Context: an optimization exercise on an open-source flow, tuned for small area, a short achievable clock period and few clock cycles per item. The choices shown serve that exercise and are no tape-out recipe.
RTL that was checked went through simulation tests only; none was proved equivalent to the original.
No functional check of the RTL was part of run 1.

==> flow/design.v, too long to show whole: its modules and the start of the top module <==
// module tanh: 1642 lines
module tanh (
    input  clk,
    input  rst,
    input  [13:0] i_x,
    input  i_valid,
    output o_ready,
    output [13:0] o_fx,
    output o_valid,
    input  i_ready
);
  // ...
==> flow/run.sh <==
#!/bin/bash
# synth_recipe.tcl (not shown) runs the flow's synth.tcl, then flattens the netlist and writes it again
# the make line also repeats each setting of config.mk as NAME=value (left out here)
make -C /OpenROAD-flow-scripts/flow DESIGN_CONFIG=/design/flow/config.mk WORK_HOME=/design/flow/orfs CLKGATE_MAP_FILE= SYNTH_SCRIPT=/design/flow/synth_recipe.tcl finish
==> flow/config.mk <==
export PLATFORM = sky130hd
export DESIGN_NAME = tanh
export DESIGN_NICKNAME = tanh
export VERILOG_FILES = /design/flow/design.v
export SDC_FILE = /design/flow/constraint.sdc
export NUM_CORES = 4
export LEC_CHECK = 0
export CAP_MARGIN = 20
export CORE_MARGIN = 2
export CORE_UTILIZATION = 40
export SETUP_SLACK_MARGIN = 5
export SLEW_MARGIN = 20
export TNS_END_PERCENT = 10
==> flow/constraint.sdc <==
create_clock -name core_clock -period 8.0 [get_ports {clk}]
set_input_delay 1.6000 -clock core_clock [delete_from_list [all_inputs] [get_ports {clk}]]
set_output_delay 1.6000 -clock core_clock [all_outputs]
set_load 0.01 [all_outputs]
==> results.yml, run 1 <==
critical_path:
  crit_fanout: 5
  slowest_stage: "fa_1"
  arrival_ps: 3710
  slowest_delay_ps: 540
  critPathBufInv: 4
  cpMostUsedCell: "fa_1"
drt:
  drc_errors: 0
  ant_nets: 0
  met2WireLength_mm: 39.8
  dr.pass1.iters: 5
  topRoutingLayerUsed: "met4"
grt:
  grt.busiest_layer: "met2"
  antenna_found_initial: 0
layout:
  layout_commonest_cell: "edfxtp_1"
  num-nets-final: 4276
  n_fill_cell: 9082
  syn2layout_area_growth_pct: 17.1
  layout_common_cells: "edfxtp_1 (600), inv_1 (425), xnor2_1 (346)"
  fin_util_pct: 47.3
  final_layout_size_suffix_gt1_share_pct: 17.6
  buf_share_pct: 6.61
  multi_input_area_share_pct: 44.2
worst_hold_path:
  hp-start: "q_s8[3]$_DFFE_PP_"
timing:
  max_freq_mhz: 301
  fin_tns_setup_ps: 0
  hold_viol: 0
  finalWorstSetupSlack_ps: 4680
  period_needed_ps: 3320
synthesis:
  ys_top_cells_by_count: "edfxtp_1 (600), inv_1 (444), a22oi_1 (368), xnor2_1 (353), ha_1 (310)"
  synth_edf_count: 600
  synth_mux_area_share_pct: 1.49
  synthSimpleGateAreaFrac_pct: 3.77
place:
  placed_area_um2: 43200
cts:
  ctsResizeCount: 82
  post_cts_buffers: 275
  clock_latency_ps: 630
floorplan:
  num_tap_cells: 1380
  die-width_um: 327
status:
  status: "finished clean"
run:
  cap_violations: 0
==> run 2, diff against run 1 <==
--- a/flow/design.v
+++ b/flow/design.v
@@ -3,17 +3,18 @@
     input  rst,
     input  [13:0] i_x,
     input  i_valid,
     output o_ready,
     output [13:0] o_fx,
     output o_valid,
     input  i_ready
 );
-logic        adv;
+logic        rdy_r, skid_v, adv;
+logic [13:0] skid_x;
 logic [13:0] x0;
 logic [1:0]  cnt;
 logic        ov_r;
 logic [13:0] e0, e1;
 logic [0:0] m1_hc;
 logic [17:0] m1_ha;
 logic [17:0] m1_hb;
 logic [13:0] x_s1;
@@ -61,16 +62,18 @@
 logic [14:0] r5p;
 logic [6:0] dx_one;
 logic [6:0] dx_two;
 logic [6:0] dx_neg;
 logic [0:0] m6_hc;
 logic [17:0] m6_ha;
 logic [17:0] m6_hb;
 logic v0, v1, v2, v3, v4, v5, v6, v7, v8, v9, v10, v11, v12;
+wire acc     = i_valid & rdy_r;
+wire in_v    = skid_v | acc;
 wire deliver = ov_r & i_ready;
 wire arrive  = adv & v12;
 wire [1:0] cnt_n = cnt + {1'b0, arrive} - {1'b0, deliver};
 wire m1_pp_1 = x0[0] & x0[1];
 wire m1_pp_2 = x0[0] & x0[2];
 wire m1_pp_3 = x0[0] & x0[3];
 wire m1_pp_4 = x0[0] & x0[4];
 wire m1_pp_5 = x0[0] & x0[5];
@@ -1552,33 +1555,41 @@
 wire [25:0] m6_ra = {m6_s_1430, m6_s_1428, m6_s_1426, m6_s_1424, m6_s_1422, m6_s_1420, m6_s_1418, m6_s_1416, m6_s_1414, m6_s_1412, m6_s_1410, m6_s_1408, m6_s_1406, m6_s_1404, m6_s_1402, m6_s_1400, m6_s_1398, m6_s_1396, m6_s_1394, m6_s_1392, m6_s_1390, m6_s_1388, m6_s_1386, m6_s_1384, m6_pp_1146, m6_pp_1145};
 wire [25:0] m6_rb = {m6_c_1429, m6_c_1427, m6_c_1425, m6_c_1423, m6_c_1421, m6_c_1419, m6_c_1417, m6_c_1415, m6_c_1413, m6_c_1411, m6_c_1409, m6_c_1407, m6_c_1405, m6_c_1403, m6_c_1401, m6_c_1399, m6_c_1397, m6_c_1395, m6_c_1393, m6_c_1391, m6_c_1389, m6_c_1387, m6_c_1385, dx_neg[1], 1'b0, dx_neg[0]};
 wire [8:0] m6_lo = m6_ra[7:0] + m6_rb[7:0];
 wire [17:0] m6_full = m6_ha + m6_hb + {17'd0, m6_hc};
 wire [13:0] m6_sum = m6_full[17:4];
 wire [13:0] fres = m6_sum;
 always_ff @(posedge clk) begin
     if (rst) begin
+        rdy_r  <= 1'b1;
+        skid_v <= 1'b0;
         adv    <= 1'b1;
         cnt    <= 2'd0;
         ov_r   <= 1'b0;
         v0 <= 1'b0; v1 <= 1'b0; v2 <= 1'b0; v3 <= 1'b0; v4 <= 1'b0; v5 <= 1'b0; v6 <= 1'b0; v7 <= 1'b0; v8 <= 1'b0; v9 <= 1'b0; v10 <= 1'b0; v11 <= 1'b0; v12 <= 1'b0;
     end else begin
         cnt  <= cnt_n;
         ov_r <= cnt_n != 2'd0;
         adv  <= cnt_n[1] == 1'b0;
         if (adv) begin
-            v0 <= i_valid;
+            skid_v <= 1'b0;
+            rdy_r  <= 1'b1;
+            v0 <= in_v;
             v1 <= v0; v2 <= v1; v3 <= v2; v4 <= v3; v5 <= v4; v6 <= v5; v7 <= v6; v8 <= v7; v9 <= v8; v10 <= v9; v11 <= v10; v12 <= v11;
+        end else begin
+            skid_v <= in_v;
+            rdy_r  <= ~in_v;
         end
     end
 end
 always_ff @(posedge clk) begin
+    if (!adv && !skid_v) skid_x <= i_x;
     if (adv) begin
-        x0 <= i_x;
+        x0 <= skid_v ? skid_x : i_x;
         m1_hc <= m1_lo[8:8];
         m1_ha <= m1_ra[25:8];
         m1_hb <= m1_rb[25:8];
         x_s1 <= x0;
         q_s2 <= m1_sum;
         x_s2 <= x_s1;
         d1_one <= d1_one_w;
         d1_two <= d1_two_w;
@@ -1631,12 +1642,12 @@
 always_ff @(posedge clk) begin
     if ((arrive && (cnt == 2'd0 || (cnt == 2'd1 && deliver))))
         e0 <= fres;
     else if (deliver && cnt == 2'd2)
         e0 <= e1;
     if (arrive && ((cnt == 2'd1 && !deliver) || (cnt == 2'd2 && deliver)))
         e1 <= fres;
 end
-assign o_ready = adv;
+assign o_ready = rdy_r;
 assign o_valid = ov_r;
 assign o_fx    = e0;
 endmodule
==> flow/config.mk (replaced) <==
export PLATFORM = sky130hd
export DESIGN_NAME = tanh
export DESIGN_NICKNAME = tanh
export VERILOG_FILES = /design/flow/design.v
export SDC_FILE = /design/flow/constraint.sdc
export NUM_CORES = 4
export LEC_CHECK = 0
export CAP_MARGIN = 20
export CORE_MARGIN = 2
export CORE_UTILIZATION = 40
export SETUP_SLACK_MARGIN = 4.5
export SLEW_MARGIN = 20
==> run 2 against run 1 <==
Net effect:
- wire length decreased by 3.9%
- final cell count fell by 2.6%
- synthesized area is 1.3% higher
- flip-flop and latch count is 16 higher
- final area decreased by 2.5%
- critical path depth is 1 lower
- critical endpoint is now m6_ha[4]$_DFFE_PP_
- highest routed layer unchanged
==> results.yml, run 2 <==
status:
  status: "finished clean"
synthesis:
  yosysMostFrequentCell: "edfxtp_1"
  ys.flop_type: "edfxtp_1"
  synth_warnings: 1
  ys_seq_elements: 633
  synth_edf_count: 614
  synth_cells: 3418
  syn-cell-area_um2: 42300
  synth_top_area_share_pct: 43.6
  seq_area_frac_synth_pct: 44.5
  synth_nets: 4041
  ys_top_cells_by_count: "edfxtp_1 (614), inv_1 (432), a22oi_1 (368), xnor2_1 (363), ha_1 (310)"
  synth_cell_type_count: 67
  yosysTopAreaCell: "edfxtp_1"
  syn_area_per_cell_um2: 12.4
  netlist_top_cells_area: "edfxtp_1 (44%), fa_1 (14%), ha_1 (9.2%)"
  async_reset_ff_share_pct: 0
place:
  dp_hpwl_mm: 54.7
  portBuffers: 33
  routabilityCongestion: 0.816
layout:
  layout_commonest_cell: "edfxtp_1"
  syn2layout_area_growth_pct: 12.7
  layout_common_cells: "edfxtp_1 (614), inv_1 (431), a22oi_1 (365)"
  n_antenna_cell: 0
  seq_area_um2: 18800
  final_layout_size_suffix_gt1_share_pct: 11.1
  num-nets-final: 4130
  n_fill_cell: 9649
  multiInputGateArea_um2: 21200
grt:
  antenna_found_initial: 0
  grt-ovfl-total: 0
  grtUsageTotal_pct: 15.0
  grt_max_degree: 179
  grt_pass1_wl_mm: 133
  grt_pass1_vias: 25400
timing:
  hold_viol: 0
  rsz0062_at_grt: "yes"
  setup_viol: 0
  max_freq_mhz: 290
  fin_tns_setup_ps: 0
  hold_slack_ps: 389
  fin_crit_sh_pct: 43.1
  slew_violations: 0
  period_needed_ps: 3450
  fin_skew_ps: 37.2
  slew_headroom_pct: 33.1
  worstMarginPinSlew_ps: 1000
critical_path:
  start_kind: "register"
  slowest_stage: "fa_1"
  critical_path.cell_chain: "a22oi_1 > xor2_1 > fa_1 > inv_1 > fa_1 > inv_1 > fa_1 > inv_1 > fa_1"
  critPathBufInv: 3
  cpMostUsedCell: "fa_1"
  arrival_ps: 3820
  critPathTopFamily: "adder cells"
  slowest_delay_ps: 570
  cp-end-kind: "register"
  cp.required_ps: 8370
  worstSetupPathType: "reg2reg"
  crit_start: "r5p[12]$_DFFE_PP_"
  crit_fanout: 6
  rr_startpoint: "r5p[12]$_DFFE_PP_"
cts:
  cts.sinks: 633
  htree_levels: 3
  tritoncts.num_buffers: 74
  cts-hold-fix-buffers: 0
  root_buffer: "clkbuf_16"
  cts_tree: "done"
  max-clock-path-buffers: 3
  clk_pin_slew_ps: 60
  clock_latency_ps: 660
drt:
  wl_mm: 80.2
  dr.pass1.iters: 6
  ant_nets: 0
  drt_iter0_markers: 1867
  avgRoutedWirePerCell_um: 16.2
  drc_errors: 0
  routed-via-count: 25100
  viasPerCell: 5.06
floorplan:
  core.rowCount: 119
  coreArea_um2: 105000
  io_pins: 34
  fp.dieH_um: 329
  dieArea_um2: 108000
  die-width_um: 329
  start_util_pct: 40.3
run:
  cap_violations: 0
worst_hold_path:
  hp-class: "reg2reg"
  hp-start: "x_s6[0]$_DFFE_PP_"
==> run 2: cell types whose count changed after synthesis, moves of 6 or more <==
cell / change
o21a_1: +8
xnor2_1: +10
nor2_1: -10
nor3_1: +6
o21ai_0: -6
nand2_1: +10
edfxtp_1: +14
mux2_2: +14
a21o_1: -24
a211o_1: +7
inv_1: -12
==> run 2: final timing paths <==
| kind | to | slack [ps] | cells after the start |
|---|---|---|---|
| max | m6_ha[4]$_DFFE_PP_ | 4550 | 9 |
| min | x_s7[0]$_DFFE_PP_ | 390 | 0 |
| max reg2reg | m6_ha[4]$_DFFE_PP_ | 4550 | 9 |
| min reg2reg | x_s7[0]$_DFFE_PP_ | 390 | 0 |
==> run 2: logic make-up (layout without fill, tap and decap cells) <==
family,count (synthesis),after routing,synth area share [%]
compound gates,655,655,10.9
buf+inv,643,790,5.71
flops,633,633,44.5
fa+ha+maj,605,605,23.1
xor+xnor,495,495,10.2
simple gates,318,318,3.71
mux,69,69,1.79
==> run 2: routing by layer <==
layer	share of wire, %	vias up	wire length, um	GRT usage [%]
met5	0	-	0	0
met1	46	12500	36700	20.2
met4	2.1	0	1660	4.17
li1	-	12100	-	-
met3	3.6	103	2890	2.25
met2	49	428	38900	25.2
==> run 2: cell type report <==
type | instances | area share [%]
timing repair buffer | 217 | 3.74
multi-input combinational | 2142 | 44.5
clock buffer | 87 | 4.03
inverter | 439 | 3.45
clock inverter | 47 | 1.13
sequential | 633 | 39.5
tap | 1391 | 3.65
==> run 2: metrics by stage <==
step | utilization, % | cell area [um^2] | worst slack (ps) | std cells
2_1_floorplan | - | 42500 | 1980 | 3418
3_3_place_gp | 41.7 | 43800 | 4200 | 4646
3_5_place_dp | 41.7 | 43800 | 4140 | 4646
4_1_cts | 44.3 | 46600 | 4510 | 4817
5_1_grt | 45.4 | 47700 | 4460 | 4956
6_report | 45.4 | 47700 | 4550 | 4956
==> run 2: timing repair <==
action                                  in CTS  in global routing
endpoints found under the setup margin      19                 26
setup buffers                               37                139
pin swaps                                    0                  1
hold endpoints to repair                     0                  0
gates cloned                                 0                  0
resized for setup                            0                  9
Testbench counts of run 2, summed over its fixed seeds: cycles 16,112, items 16,000.

[port drivers added, routing unchanged]
The results above use ideal ports. As a check the final layouts listed here were re-extracted and re-timed, cells and wires unchanged. Step 1 (the two cells are an assumption about what drives the block):
set clk [get_ports {clk}]
set_driving_cell -lib_cell sky130_fd_sc_hd__clkbuf_16 $clk
set_driving_cell -lib_cell sky130_fd_sc_hd__buf_2 [delete_from_list [all_inputs] $clk]
Step 2 adds t to the input delays and takes it off the output delays; t is the mean of the earliest and latest rising clock arrival at the registers after step 1. Input paths then give back, and output paths get back, about the clock's delay inside the block. Slacks: ideal ports / drivers / drivers and shift; pairs: ideal ports / drivers.
run	t, ns	setup WS [ns]	worst slew at a driven data input, ns
run 1	0.689	4.678 / 4.678 / 4.233	0.03
run 2	0.712	4.553 / 4.553 / 4.422	0.04
After both steps setup and hold are still met in every run listed. The setup slack of run 1, which loses most, moves by 0.000 ns with the drivers and by -0.445 ns with both steps.
